What follows belongs to an exercise in optimizing a design on an open flow for small area, a short achievable clock period and few clock cycles; a production flow would make more cautious choices.
In this exercise RTL edits were held to simulation tests only and were not proved equivalent to the original.
Power and IR drop assume default switching activity.

File: design/flow/constraint.sdc
create_clock -name core_clock -period 8.0 [get_ports {clk}]
set_input_delay 1.6000 -clock core_clock [delete_from_list [all_inputs] [get_ports {clk}]]
set_output_delay 1.6000 -clock core_clock [all_outputs]
set_load 0.01 [all_outputs]
File: design/flow/run.sh
#!/bin/bash
# synth_recipe.tcl (not shown) runs the flow's synth.tcl, then flattens the netlist and writes it again
# the make line also repeats each setting of config.mk as NAME=value (left out here)
make -C /OpenROAD-flow-scripts/flow DESIGN_CONFIG=/design/flow/config.mk WORK_HOME=/design/flow/orfs CLKGATE_MAP_FILE= SYNTH_SCRIPT=/design/flow/synth_recipe.tcl finish
File: design/flow/design.v
module alu(
in1, in2, sub, sel_add, sel_sll, sel_slt, sel_sltu, sel_xor, sel_sr, sel_or, sel_and, arith,
out, sum, lt, ltu, eq
);
input wire [31:0] in1;
input wire [31:0] in2;
input wire sub;
input wire sel_add, sel_sll, sel_slt, sel_sltu, sel_xor, sel_sr, sel_or, sel_and;
input wire arith;  
output wire [31:0] out;
output wire [31:0] sum;
output wire lt;
output wire ltu;
output wire eq;
wire [32:0] s = {1'b0, in1} + {1'b0, sub ? ~in2 : in2} + {32'b0, sub};
assign sum = s[31:0];
assign ltu = in1 < in2;
assign lt = (in1[31] ^ in2[31]) ? in1[31] : ltu;
assign eq = (in1 == in2);
wire [31:0] sh_in;
wire [31:0] sh_out;
wire [31:0] sh_rev;
genvar k;
generate for (k = 0; k < 32; k = k + 1) begin : rev
   assign sh_in[k] = sel_sll ? in1[31-k] : in1[k];
   assign sh_rev[k] = sh_out[31-k];
end endgenerate
wire sh_fill = arith & in1[31];
assign sh_out = $signed({sh_fill, sh_in}) >>> in2[4:0];
assign out = ({32{sel_add}} & sum)
           | ({32{sel_sll}} & sh_rev)
           | ({32{sel_sr}} & sh_out)
           | {31'b0, (sel_slt & lt) | (sel_sltu & ltu)}
           | ({32{sel_xor}} & (in1 ^ in2))
           | ({32{sel_or}} & (in1 | in2))
           | ({32{sel_and}} & (in1 & in2));
endmodule
module register_file(
clk, read_reg_1, read_reg_2, write_reg, write_data, write_en, data_out_1, data_out_2
);
input wire clk;
input wire [4:0] read_reg_1;
input wire [4:0] read_reg_2;
input wire [4:0] write_reg;
input wire [31:0] write_data;
input wire write_en;
output wire [31:0] data_out_1;
output wire [31:0] data_out_2;
reg [31:0] registers [1:31];
integer i;
always @(posedge clk) begin
   for (i = 1; i < 32; i = i + 1)
      if (write_en && write_reg == i) registers[i] <= write_data;
end
reg [31:0] o1, o2;
always @* begin
   o1 = 32'h0;
   o2 = 32'h0;
   for (i = 1; i < 32; i = i + 1) begin
      o1 = o1 | ({32{read_reg_1 == i}} & registers[i]);
      o2 = o2 | ({32{read_reg_2 == i}} & registers[i]);
   end
end
assign data_out_1 = o1;
assign data_out_2 = o2;
endmodule
/*verilator lint_off UNUSED*/
module simple_cpu(
clk, reset, read_req, read_addr, read_data, read_data_valid, write_req, write_addr, write_data, memory_mask, error_instruction, debug
);
input wire clk;
input wire reset;
output reg read_req;
output wire [31:0] read_addr;
input wire [31:0] read_data;
input wire read_data_valid;
output wire write_req;
output wire [31:0] write_addr;
output reg [31:0] write_data;
output reg [3:0] memory_mask;
output reg error_instruction;
output wire [31:0] debug;
assign debug = 32'h00000001;
reg [31:0] pc_f;        
reg [31:0] baddr;       
reg        dph_ld;      
reg        dph_st;      
reg [2:0]  ld_f3;
reg [4:0]  ld_rd;
assign read_addr = baddr;
assign write_addr = baddr;
assign write_req = dph_st;
reg        v_e;
reg [31:0] op_a, op_b;
reg [31:0] x_e;         
reg [4:0]  rd_e, rs1_e, rs2_e;
reg [2:0]  f3_e;
reg        a_rs1_e, b_rs2_e;   
reg        wen_e;
reg        b_eq_e, b_lt_e, b_ltu_e;
reg        e_load, e_store, e_branch, e_jal, e_jalr, e_csr, e_ecall, e_ebreak, e_mret, e_illegal;
reg        e_sub, e_add, e_sll, e_slt, e_sltu, e_xor, e_sr, e_or, e_and, e_arith, e_link;
reg        c_scratch, c_tvec, c_epc, c_cause, c_tval;
reg [31:0] mscratch, mtvec, mepc, mcause, mtval;
wire dph = dph_ld | dph_st;
wire ex = v_e & ~dph;
wire [31:0] alu_out, alu_sum;
wire alu_lt, alu_ltu, alu_eq;
alu alu_inst(
.in1(op_a), .in2(op_b), .sub(e_sub), .sel_add(e_add), .sel_sll(e_sll), .sel_slt(e_slt), .sel_sltu(e_sltu),
.sel_xor(e_xor), .sel_sr(e_sr), .sel_or(e_or), .sel_and(e_and), .arith(e_arith),
.out(alu_out), .sum(alu_sum), .lt(alu_lt), .ltu(alu_ltu), .eq(alu_eq)
);
wire cond_p = (b_eq_e & alu_eq) | (b_lt_e & alu_lt) | (b_ltu_e & alu_ltu);
wire cond_n = (b_eq_e & ~alu_eq) | (b_lt_e & ~alu_lt) | (b_ltu_e & ~alu_ltu);
wire taken = f3_e[0] ? cond_n : cond_p;
wire mis = (f3_e[1:0] == 2'b01 & alu_sum[0]) | (f3_e[1:0] == 2'b10 & alu_sum[1:0] != 2'b00);
wire trap_mem = ex & (e_load | e_store) & mis;
wire mem_go = ex & (e_load | e_store) & ~mis;
wire trap = ex & (e_ecall | e_ebreak) | trap_mem;
wire redirect = ex & (taken | e_jal | e_jalr | e_mret | e_ecall | e_ebreak) | trap_mem;
wire [31:0] csr_old = ({32{c_scratch}} & mscratch) | ({32{c_tvec}} & mtvec) | ({32{c_epc}} & mepc)
                    | ({32{c_cause}} & mcause) | ({32{c_tval}} & mtval);
wire [31:0] csr_new = (f3_e[1:0] == 2'b01) ? op_a : (f3_e[1:0] == 2'b10) ? (csr_old | op_a) : (csr_old & ~op_a);
wire [31:0] result_e = ({32{e_link}} & pc_f) | ({32{e_csr}} & csr_old) | alu_out;
wire [31:0] tgt_add = pc_f + x_e;
wire [31:0] iw = read_data;
wire [6:0] opc = iw[6:0];
wire [2:0] f3 = iw[14:12];
wire [4:0] rs1 = iw[19:15];
wire [4:0] rs2 = iw[24:20];
wire [4:0] rd = iw[11:7];
wire d_load   = (opc == 7'b0000011);
wire d_store  = (opc == 7'b0100011);
wire d_op     = (opc == 7'b0110011);
wire d_opimm  = (opc == 7'b0010011);
wire d_lui    = (opc == 7'b0110111);
wire d_auipc  = (opc == 7'b0010111);
wire d_jal    = (opc == 7'b1101111);
wire d_jalr   = (opc == 7'b1100111);
wire d_branch = (opc == 7'b1100011);
wire d_sys    = (opc == 7'b1110011);
wire d_illegal = ~(d_load | d_store | d_op | d_opimm | d_lui | d_auipc | d_jal | d_jalr | d_branch | d_sys);
wire d_csr    = d_sys & (f3[1:0] != 2'b00);
wire d_alu    = d_op | d_opimm;
wire [31:0] imm_i = {{20{iw[31]}}, iw[31:20]};
wire [31:0] imm_s = {{20{iw[31]}}, iw[31:25], iw[11:7]};
wire [31:0] imm_b = {{19{iw[31]}}, iw[31], iw[7], iw[30:25], iw[11:8], 1'b0};
wire [31:0] imm_u = {iw[31:12], 12'b0};
wire [31:0] imm_j = {{11{iw[31]}}, iw[31], iw[19:12], iw[20], iw[30:21], 1'b0};
wire [31:0] rf_1, rf_2;
wire [31:0] ld_val = (ld_f3[1:0] == 2'b00) ? {{24{~ld_f3[2] & read_data[7]}}, read_data[7:0]}
                   : (ld_f3[1:0] == 2'b01) ? {{16{~ld_f3[2] & read_data[15]}}, read_data[15:0]}
                   : read_data;
wire ld_done = dph_ld & read_data_valid;
wire [4:0]  rf_wreg = dph ? ld_rd : rd_e;
wire [31:0] rf_wdata = dph ? ld_val : result_e;
wire        rf_wen = dph ? ld_done : ex & wen_e;
register_file register_file_inst(
.clk(clk), .read_reg_1(rs1), .read_reg_2(rs2), .write_reg(rf_wreg), .write_data(rf_wdata), .write_en(rf_wen), .data_out_1(rf_1), .data_out_2(rf_2)
);
wire fw1 = ex & wen_e & (rd_e == rs1);
wire fw2 = ex & wen_e & (rd_e == rs2);
wire fix_a = ld_done & a_rs1_e & (rs1_e == ld_rd) & (ld_rd != 5'd0);
wire fix_b = ld_done & b_rs2_e & (rs2_e == ld_rd) & (ld_rd != 5'd0);
wire fix_x = ld_done & e_store & (rs2_e == ld_rd) & (ld_rd != 5'd0);
wire a_rs1 = ~(d_auipc | d_lui | (d_sys & f3[2]));
wire b_rs2 = d_op | d_branch;
wire ftrap = ~dph & ~v_e & (pc_f[1:0] != 2'b00);
wire fetch_ok = ~dph & read_req & read_data_valid;
wire jump = ex & (taken | e_jal);
reg [31:0] pc_s, pc_n, baddr_n;
always @* begin
   if (ex & e_jalr) pc_s = {alu_sum[31:1], 1'b0};
   else if (ex & e_mret) pc_s = mepc;
   else if (trap | ftrap) pc_s = mtvec;
   else if (fetch_ok) pc_s = pc_f + 32'd4;
   else pc_s = pc_f;
   pc_n = jump ? tgt_add : pc_s;
   baddr_n = jump ? tgt_add : mem_go ? alu_sum : pc_s;
end
always @(posedge clk) begin
   if (reset) begin
      pc_f <= 32'b0;
      baddr <= 32'b0;
      read_req <= 1'b1;
      v_e <= 1'b0;
      dph_ld <= 1'b0;
      dph_st <= 1'b0;
      error_instruction <= 1'b0;
   end else if (dph) begin
      if (dph_st | read_data_valid) begin
         dph_ld <= 1'b0;
         dph_st <= 1'b0;
         baddr <= pc_f;
         read_req <= (pc_f[1:0] == 2'b00);
      end
   end else begin
      if (ex & e_illegal) error_instruction <= 1'b1;
      pc_f <= pc_n;
      v_e <= fetch_ok & ~redirect & ~ftrap;
      baddr <= baddr_n;
      if (mem_go) begin
         dph_ld <= e_load;
         dph_st <= e_store;
         read_req <= e_load;
      end else begin
         read_req <= (pc_n[1:0] == 2'b00);
      end
   end
end
always @(posedge clk) begin
   write_data <= x_e;
   memory_mask <= {f3_e[1], f3_e[1], f3_e[1] | f3_e[0], 1'b1};
   if (mem_go) begin
      ld_f3 <= f3_e;
      ld_rd <= rd_e;
   end
end
always @(posedge clk) begin
   if (~dph | fix_a)
      op_a <= (~dph & fw1 & a_rs1) ? result_e : dph ? ld_val : d_auipc ? pc_f : d_lui ? 32'b0 : (d_sys & f3[2]) ? {27'b0, rs1} : rf_1;
   if (~dph | fix_b)
      op_b <= (~dph & fw2 & b_rs2) ? result_e : dph ? ld_val : (d_op | d_branch) ? rf_2 : d_store ? imm_s : (d_lui | d_auipc) ? imm_u : imm_i;
   if (~dph | fix_x)
      x_e <= (~dph & fw2 & d_store) ? result_e : dph ? ld_val : d_store ? rf_2 : (d_jal ? imm_j : imm_b) - 32'd4;
   if (~dph) begin
      rd_e <= rd;
      rs1_e <= rs1;
      rs2_e <= rs2;
      f3_e <= f3;
      a_rs1_e <= a_rs1;
      b_rs2_e <= b_rs2;
      wen_e <= (d_alu | d_lui | d_auipc | d_jal | d_jalr | d_csr) & (rd != 5'd0);
      e_load <= d_load;
      e_store <= d_store;
      e_branch <= d_branch;
      b_eq_e <= d_branch & ~f3[2];
      b_lt_e <= d_branch & f3[2] & ~f3[1];
      b_ltu_e <= d_branch & f3[2] & f3[1];
      e_jal <= d_jal;
      e_jalr <= d_jalr;
      e_csr <= d_csr;
      e_ecall <= d_sys & (f3 == 3'b000) & (iw[31:20] == 12'h000);
      e_ebreak <= d_sys & (f3 == 3'b000) & (iw[31:20] == 12'h001);
      e_mret <= d_sys & (f3 == 3'b000) & (iw[31:20] == 12'h302);
      e_illegal <= d_illegal;
      e_sub <= d_op & iw[30] & f3 == 3'b000;
      e_add <= (d_alu & f3 == 3'b000) | d_lui | d_auipc;
      e_sll <= d_alu & f3 == 3'b001;
      e_slt <= d_alu & f3 == 3'b010;
      e_sltu <= d_alu & f3 == 3'b011;
      e_xor <= d_alu & f3 == 3'b100;
      e_sr <= d_alu & f3 == 3'b101;
      e_or <= d_alu & f3 == 3'b110;
      e_and <= d_alu & f3 == 3'b111;
      e_arith <= iw[30];
      e_link <= d_jal | d_jalr;
      c_scratch <= iw[31:20] == 12'h340;
      c_tvec <= iw[31:20] == 12'h305;
      c_epc <= iw[31:20] == 12'h341;
      c_cause <= iw[31:20] == 12'h342;
      c_tval <= iw[31:20] == 12'h343;
   end
end
wire [31:0] pc_e = pc_f - 32'd4;
always @(posedge clk) begin
   if (~reset) begin
      if (ftrap) begin
         mepc <= pc_f;
         mtval <= pc_f;
      end else if (trap) begin
         mepc <= pc_e;
         if (e_ecall) mcause <= 32'd11;
         else if (e_ebreak) mcause <= 32'd3;
         else begin
            mcause <= e_load ? 32'd4 : 32'd6;
            mtval <= alu_sum;
         end
      end else if (ex & e_csr) begin
         if (c_scratch) mscratch <= csr_new;
         if (c_tvec) mtvec <= csr_new;
         if (c_epc) mepc <= csr_new;
         if (c_cause) mcause <= csr_new;
         if (c_tval) mtval <= csr_new;
      end
   end
end
endmodule
File: design/flow/config.mk
export PLATFORM = sky130hd
export DESIGN_NAME = simple_cpu
export DESIGN_NICKNAME = simple_cpu
export VERILOG_FILES = /design/flow/design.v
export SDC_FILE = /design/flow/constraint.sdc
export NUM_CORES = 4
export LEC_CHECK = 0
export ABC_CLOCK_PERIOD_IN_PS = 3500
export CAP_MARGIN = 20
export CORE_MARGIN = 2
export CORE_UTILIZATION = 45
export CTS_CLUSTER_DIAMETER = 80
export CTS_CLUSTER_SIZE = 20
export SETUP_SLACK_MARGIN = 4.0
export SLEW_MARGIN = 20
==> summary.txt, run 1 <==
Overall Global Routing Usage 0.469; TritonCTS Buffers 94; RR Startpoint op_a[6]; final std cells w/o fill 9213; Avg Inst Size Synth 11.2 um^2; GPL Wtd Cong around 1.1; Final min period 4.16 ns; slowest stage delay, CP 0.67 ns; worst rel slew slack 0.105; Max clock buf depth 3; drt first-iter violations 18600; largest family of logic cells by synthesized area compound AO/OA/AOI/OAI gates; fraction of layout cells with a size suffix above 1 0.193; CTS Root Cell clkbuf_16; fin. max-slew vios 0; largest net degree at the start of global routing 100; Row Count 148; # nets final 7145; Reg2Reg Depth 9; Hold Slack 0.405 ns; Reg clk slew, reported paths roughly 0.09 ns; CTS H-Tree Depth 3; fmax 240 MHz; Layout area overhead 19.0%; post-synth cell types 100; EDFF count, synth 1305; status timing/DRC/antenna clean; die area 0.168 mm^2; placed cell area 0.0786 mm^2; dpl ws 1.62 ns; post-synthesis sequential area ratio 0.558; reg-to-reg setup timing slack 3.87 ns; Async S/R FF share, synth 0; reg2reg end register_file_inst.registers[31][7]; final setup fails 0; final core occ 0.540; Cell Count Post-Placement 8625; Via density between 7 and 8; Finished Cell Area between 0.08 and 0.09 mm^2; Worst Hold Class reg2reg; Die X 409 um; Buf/Inv on CP 2; post-detail-place hpwl approximately 250 mm; Max FO, Critical Path 25; Hold EP memory_mask[2]; Worst EP required 8.61 ns; core area 0.163 mm^2; largest cells by area after synthesis edfxtp_1 (53%), a22oi_1 (7.7%), nand2_1 (3.1%), dfxtp_1 (2.8%), ha_1 (2.7%); first-pass iteration count of the detailed router 19; area of the multi-input gates 0.0327 mm^2; final wirelength 410 mm; hold_buf cts 0; Cell Pwr Density 199 mW/mm^2; critical path type in2reg; global-route wire length before repair 542 mm; mux contribution to synthesized area 0.0234; Die Ht ~400 um; initial antenna violation count 40; initial core utilization 0.454; period utilization 0.521; post-synthesis compound-gate area fraction 0.201; remaining antenna violation count 0; Post-Synthesis Cells about 6600; Mapped Area 0.0740 mm^2; worst hold stages 0; total leakage power 32.3 nW; routed vias 71300; leading area contributor after synthesis edfxtp_1; CP top delay family simple AND/OR/NAND/NOR gates; Worst Setup Start Kind input pin; post-layout power 17.5 mW; synth warn 3; Slowest cell on crit path and2_2; total of max-cap violations 0; Synth Register Bits 1408; HP Start f3_e[1]; Max IR drop VDD 0.192 mV; simple-gate share of the synthesized area 0.128; Synth Area in XOR/XNOR 0.0211; vias in the first global route 64500; top cell type's share of synthesized area 0.530; Fin. Hold Viols 0; # DRC 0; Worst Skew between 0.06 and 0.07 ns; RSZ-0062 raised after global routing yes; Crit. End Element flip-flop; setup_tns 0 ns; TritonCTS clock tree yes; CTS Sinks about 1400; IO buf count 136; Clk Latency, worst-skew pair 0.80 ns; Top FF cell, synth edfxtp_1; GRT overflow 0; # fillers about 14000; Worst Path Arrival 4.77 ns; worst-path cell chain buf_2, nor2b_4, buf_6, and2_2, a22oi_1, nand4_1, nor2_1, a31oi_2, a211oi_1, or3_1, o21ai_0; Wirelength per Cell 44.5 um; Worst-Margin Slew 1.34 ns; Final WS setup about 3.8 ns; register area 0.0413 mm^2; post-synthesis adder-cell area fraction 0.0276; Ports 170
[power by group]
group	internal [mW]	switching (mW)	total, mW
clock network	2.42	2.81	5.23
logic	1.36	2.43	3.79
registers	8.17	0.292	8.46
total	12.0	5.53	17.5
[cell usage in the layout (no fill, tap or decap), drive strengths merged, types with 89 or more instances in the layout]
master,n
nor3,96
and3,241
dfxtp,103
nand3,219
and2,114
xnor2,95
a21oi,297
a22oi,754
nand2,609
clkbuf,117
clkdlybuf4s50,112
a222oi,89
ha,160
a221oi,98
buf,658
inv,146
nor2,335
o21ai,304
edfxtp,1305
[worst max path at each step]
| stage | startpoint | endpoint | cells after the start |
|---|---|---|---|
| 5_1_grt | e_sub | register_file_inst.registers[12][31] | 15 |
| 6_report | read_data[18] | op_a[4] | 11 |
| 3_5_place_dp | read_data[15] | op_a[27] | 11 |
| 3_3_place_gp | read_data[15] | op_a[26] | 12 |
| 4_1_cts | dph_ld | baddr[4] | 11 |
| 2_1_floorplan | op_b[4] | register_file_inst.registers[10][18] | 13 |
[final cells by class]
class	instances	area share
sequential	1408	0.469
multi-input combinational	4518	0.372
timing repair buffer	791	0.0867
tap	2175	0.0309
clock buffer	106	0.0276
clock inverter	43	0.00707
inverter	135	0.00613
antenna	37	0.00105
[worst register-to-register path: stages, from the launching register on]
cell and delay [ns]:
edfxtp_1 0.82, mux4_2 0.42, mux2i_1 0.11, mux2_2 0.33, o21ai_0 0.94, a221oi_2 0.17
o21ai_0 0.18, a21oi_2 0.05, buf_4 0.19, a21oi_4 0.61
[kinds of logic (layout without fill, tap and decap cells)]
group | Yosys count | count (layout)
AO/OA/AOI/OAI | 2079 | 2090
XOR/XNOR | 178 | 178
adder cells (fa/ha/maj) | 162 | 162
buffers and inverters | 728 | 1075
flip-flops | 1408 | 1408
multiplexers | 123 | 123
other | 2 | 70
AND/OR/NAND/NOR | 1912 | 1932
[per-layer routing]
metal | routed length [um] | vias up | GRT usage
met4 | 52200 | 36 | 0.417
li1 | - | 26600 | -
met2 | 165000 | 7901 | 0.669
met3 | 64700 | 2871 | 0.209
met1 | 127000 | 33900 | 0.525
met5 | 746 | - | 0.0253
[synth_stat cells (all sizes together), types with 89 or more instances]
cell type / count
and3: 241
clkbuf: 369
o21ai: 297
ha: 160
nand3: 219
buf: 224
nor3: 96
a22oi: 754
a21oi: 294
xnor2: 95
a222oi: 89
and2: 98
nor2: 334
dfxtp: 103
nand2: 609
a221oi: 98
edfxtp: 1305
inv: 132
[flip-flops by register name, summed over array words and instances (netlist names), 2 cells and up]
name	flops
write_data	32
f3_e	3
mscratch	32
baddr	32
x_e	32
mtvec	32
ld_rd	5
mtval	32
rs1_e	5
op_b	32
pc_f	32
rs2_e	5
mepc	32
memory_mask	2
op_a	32
rd_e	5
register_file_inst.registers	992
ld_f3	3
mcause	32
[repair_timing]
| action | CTS | global route |
|---|---|---|
| resized for setup | 521 | 233 |
| cloned | 29 | 10 |
| endpoints found under the hold margin | 0 | 0 |
| setup buffers | 278 | 85 |
| pin swaps | 75 | 54 |
| setup endpoints to repair | 1841 | 1195 |
Testbench counts, summed over its fixed seeds: cycles 44,586.
==> run 2, diff against run 1 <==
--- a/design/flow/config.mk
+++ b/design/flow/config.mk
@@ -8,8 +8,8 @@
 export ABC_CLOCK_PERIOD_IN_PS = 3500
 export CAP_MARGIN = 20
 export CORE_MARGIN = 2
-export CORE_UTILIZATION = 45
+export CORE_UTILIZATION = 35
 export CTS_CLUSTER_DIAMETER = 80
 export CTS_CLUSTER_SIZE = 20
-export SETUP_SLACK_MARGIN = 4.0
+export SETUP_SLACK_MARGIN = 3.8
 export SLEW_MARGIN = 20
==> run 2 against run 1 <==
  * Non-clock buffer count down 158
  * Via count down 3.2%
  * Global-route usage down 12 points
  * Clock skew down 0.0064 ns
  * Sequential share of layout area up 1.1 points
  * Worst setup slack worse by 0.23 ns
  * Clock power down 4.0%
  * First-iteration DRC count down 12%
  * Still clean on timing, DRC and antenna
  * Critical path depth up 1
  * Flip-flop and latch count unchanged
==> summary.txt, run 2 <==
Final min period ~4.4 ns; CTS Root Cell clkbuf_16; fraction of layout cells with a size suffix above 1 0.156; Overall Global Routing Usage 0.348; synth warn 3; fin. max-slew vios 0; Worst Setup Start Kind input pin; reg2reg end register_file_inst.registers[23][24]; commonest non-fill, non-tap cells in the layout edfxtp_1 (1305), a22oi_1 (751), nand2_1 (605); Reg2Reg Depth 16; # fillers ~20000; post-synth cell types 100; initial core utilization 0.353; GPL Wtd Cong 1.02; hold_buf cts 0; Combinational Power Share 0.207; routed vias 69000; drt first-iter violations 16400; worst rel slew slack 0.188; Worst EP required roughly 8.5 ns; core area about 0.21 mm^2; fmax 228 MHz; die area 0.215 mm^2; Synth top cells by count edfxtp_1 (1305), a22oi_1 (754), nand2_1 (609), clkbuf_1 (367), nor2_1 (333); remaining antenna violation count 0; commonest non-fill, non-tap cell in the layout edfxtp_1; clock share of power 0.296; Max FO, Critical Path 23; placed cell area 0.0791 mm^2; IO buf count 136; EDFF count, synth 1305; area of the multi-input gates 0.0318 mm^2; slowest stage delay, CP roughly 0.67 ns; Row Count 168; CP most frequent cell buf_4; Via density between 7 and 8; Hold Slack between 0.4 and 0.5 ns; Fin. Hold Viols 0; final setup fails 0; Finished Cell Area 0.0859 mm^2; final wirelength 395 mm; Slowest cell on crit path a2111oi_1; max FFs per register 992; Psw 5.31 mW; Avg Inst Size Synth approximately 11 um^2; Ports 170; largest cells by area after synthesis edfxtp_1 (53%), a22oi_1 (7.7%), nand2_1 (3.1%), dfxtp_1 (2.8%), ha_1 (2.7%); CTS Sinks between 1000 and 1500; setup_tns 0 ns; initial antenna violation count 38; Wirelength per Cell 41.0 um; Reg clk slew, reported paths 0.09 ns; TritonCTS Buffers 91; Worst-Margin Slew ~1.2 ns; Layout area overhead 16.2%; top cell type's share of synthesized area 0.530; worst-path cell chain buf_6, and3b_1, buf_4, and2_4, buf_4, a2111oi_1, nand3_1, or4_1, a221oi_1, o21ai_0, nor2_1, a21oi_1; Biggest register register_file_inst.registers; Mapped Area 0.0740 mm^2; GRT overflow 0; first-pass iteration count of the detailed router 14; register area 0.0413 mm^2; Sw Share 0.313; global-route wire length before repair 524 mm; critical path type in2reg; Die Ht 464 um; TritonCTS clock tree yes; RSZ-0062 raised after global routing yes; Hold EP ld_f3[2]; most frequent cell after synthesis edfxtp_1; post-synthesis sequential area ratio 0.558; Synth Register Bits 1408; # nets final roughly 7000; status timing/DRC/antenna clean; Max IR drop VDD roughly 0.18 mV; Pint 11.7 mW; Worst Skew a little under 0.06 ns; RR Startpoint e_sub; total of max-cap violations 0; worst hold stages 0; Seq pwr share 0.497; Crit. End Element flip-flop; Post-Synthesis Cells 6592; total leakage power a little over 30 nW; CTS H-Tree Depth 3; period utilization 0.549; # DRC 0; HP Start f3_e[2]; Die X 464 um; leading area contributor after synthesis edfxtp_1; post-detail-place hpwl 244 mm; Clk Latency, worst-skew pair 0.81 ns; Max clock buf depth 3; Async S/R FF share, synth 0; Worst Path Arrival 4.90 ns; vias in the first global route 62300; Worst Hold Class reg2reg; reg-to-reg setup timing slack 3.72 ns; Top FF cell, synth edfxtp_1; largest net degree at the start of global routing 67; Cell Pwr Density between 150 and 200 mW/mm^2
[run 2: stage by stage]
stage               setup WS (ns)   util  total power, mW  std cells
finish                       3.61  0.410             17.0       9647
global route                 3.60  0.409             17.3       9628
CTS                          3.72  0.403             16.7       9551
detailed placement           1.76  0.377             11.6       9241
global placement             1.69  0.377             11.6       9241
floorplan                    3.72      -             10.3       6623
[run 2: final cells by class]
type	count	area share
flip-flops and latches	1408	0.480
multi-input cells	4509	0.371
repair buffers	633	0.0689
well taps	2805	0.0408
clock buffers	103	0.0276
inverters	135	0.00617
clock inverters	31	0.00520
diodes	23	0.000670
[run 2: what timing repair did]
action	in CTS	in global routing
pin swaps	53	37
cloned	18	6
setup buffers	158	66
setup endpoints to repair	2176	953
resized for setup	303	168
[run 2: metal layers]
metal  vias up  wire [um]  GRT usage
met4        36      40800      0.264
met2      7334     159000      0.499
met1     33000     130000      0.409
met5         -        580    0.00847
met3      2330      64400      0.150
li1      26200          -          -
[run 2: cell families after synthesis]
kind of cell | share of synthesized area
adders and majority gates | 0.0276
other | 0.000102
xor gates and xnor gates | 0.0211
buffers and inverters | 0.0420
AOI/OAI and AO/OA | 0.201
muxes | 0.0234
DFF | 0.558
and+or+nand+nor | 0.128
[run 2: critical path: cells and delay by family]
kind	cells	cell delay, ns
simple gates	5	1.40
compound gates	4	1.10
buf+inv	3	0.75
[run 2: worst max-delay path by stage]
stage	start	to
4_1_cts	e_sub	register_file_inst.registers[9][16]
2_1_floorplan	read_data[4]	x_e[19]
3_5_place_dp	read_data[21]	x_e[21]
6_report	read_data[24]	op_b[23]
5_1_grt	e_sub	register_file_inst.registers[23][24]
3_3_place_gp	read_data[21]	x_e[21]
[run 2: power by group through the flow]
stage	sequential (mW)	combinational (mW)	clock [mW]
2_1_floorplan	8.48	1.86	0
3_3_place_gp	8.63	2.98	0
3_5_place_dp	8.63	3.02	0
4_1_cts	8.43	3.23	4.99
5_1_grt	8.44	3.63	5.26
6_report	8.43	3.51	5.02

[separate check: timing with driven ports]
Ports are ideal in the flow. The routed layouts listed here were re-timed in OpenROAD. Step 1 (the two cells are an assumption about what drives the block):
set clk [get_ports {clk}]
set_driving_cell -lib_cell sky130_fd_sc_hd__clkbuf_16 $clk
set_driving_cell -lib_cell sky130_fd_sc_hd__buf_2 [delete_from_list [all_inputs] $clk]
Step 2 moves the port delays by t, midway between the first and last clock arrival at a register: inputs arrive t later, outputs are due t later. That takes back most of the time a late clock gives input paths. a / b / c = ideal ports / drivers / drivers and shift; a / b = the first two.
| run | t, ns | setup WS [ns] | worst setup path at the end | worst register clock-pin slew, ns | cell pins on the clock port's net |
|---|---|---|---|---|---|
| run 1 | 0.865 | 3.836 / 3.873 / 3.018 | input to register | 0.10 / 0.10 | 1 |
| run 2 | 0.867 | 3.611 / 3.661 / 2.795 | input to register | 0.09 / 0.09 | 1 |
After both steps setup and hold are still met in every run listed. For run 1, which loses most, drivers alone change the setup slack by +0.037 ns; drivers and shift together by -0.818 ns.
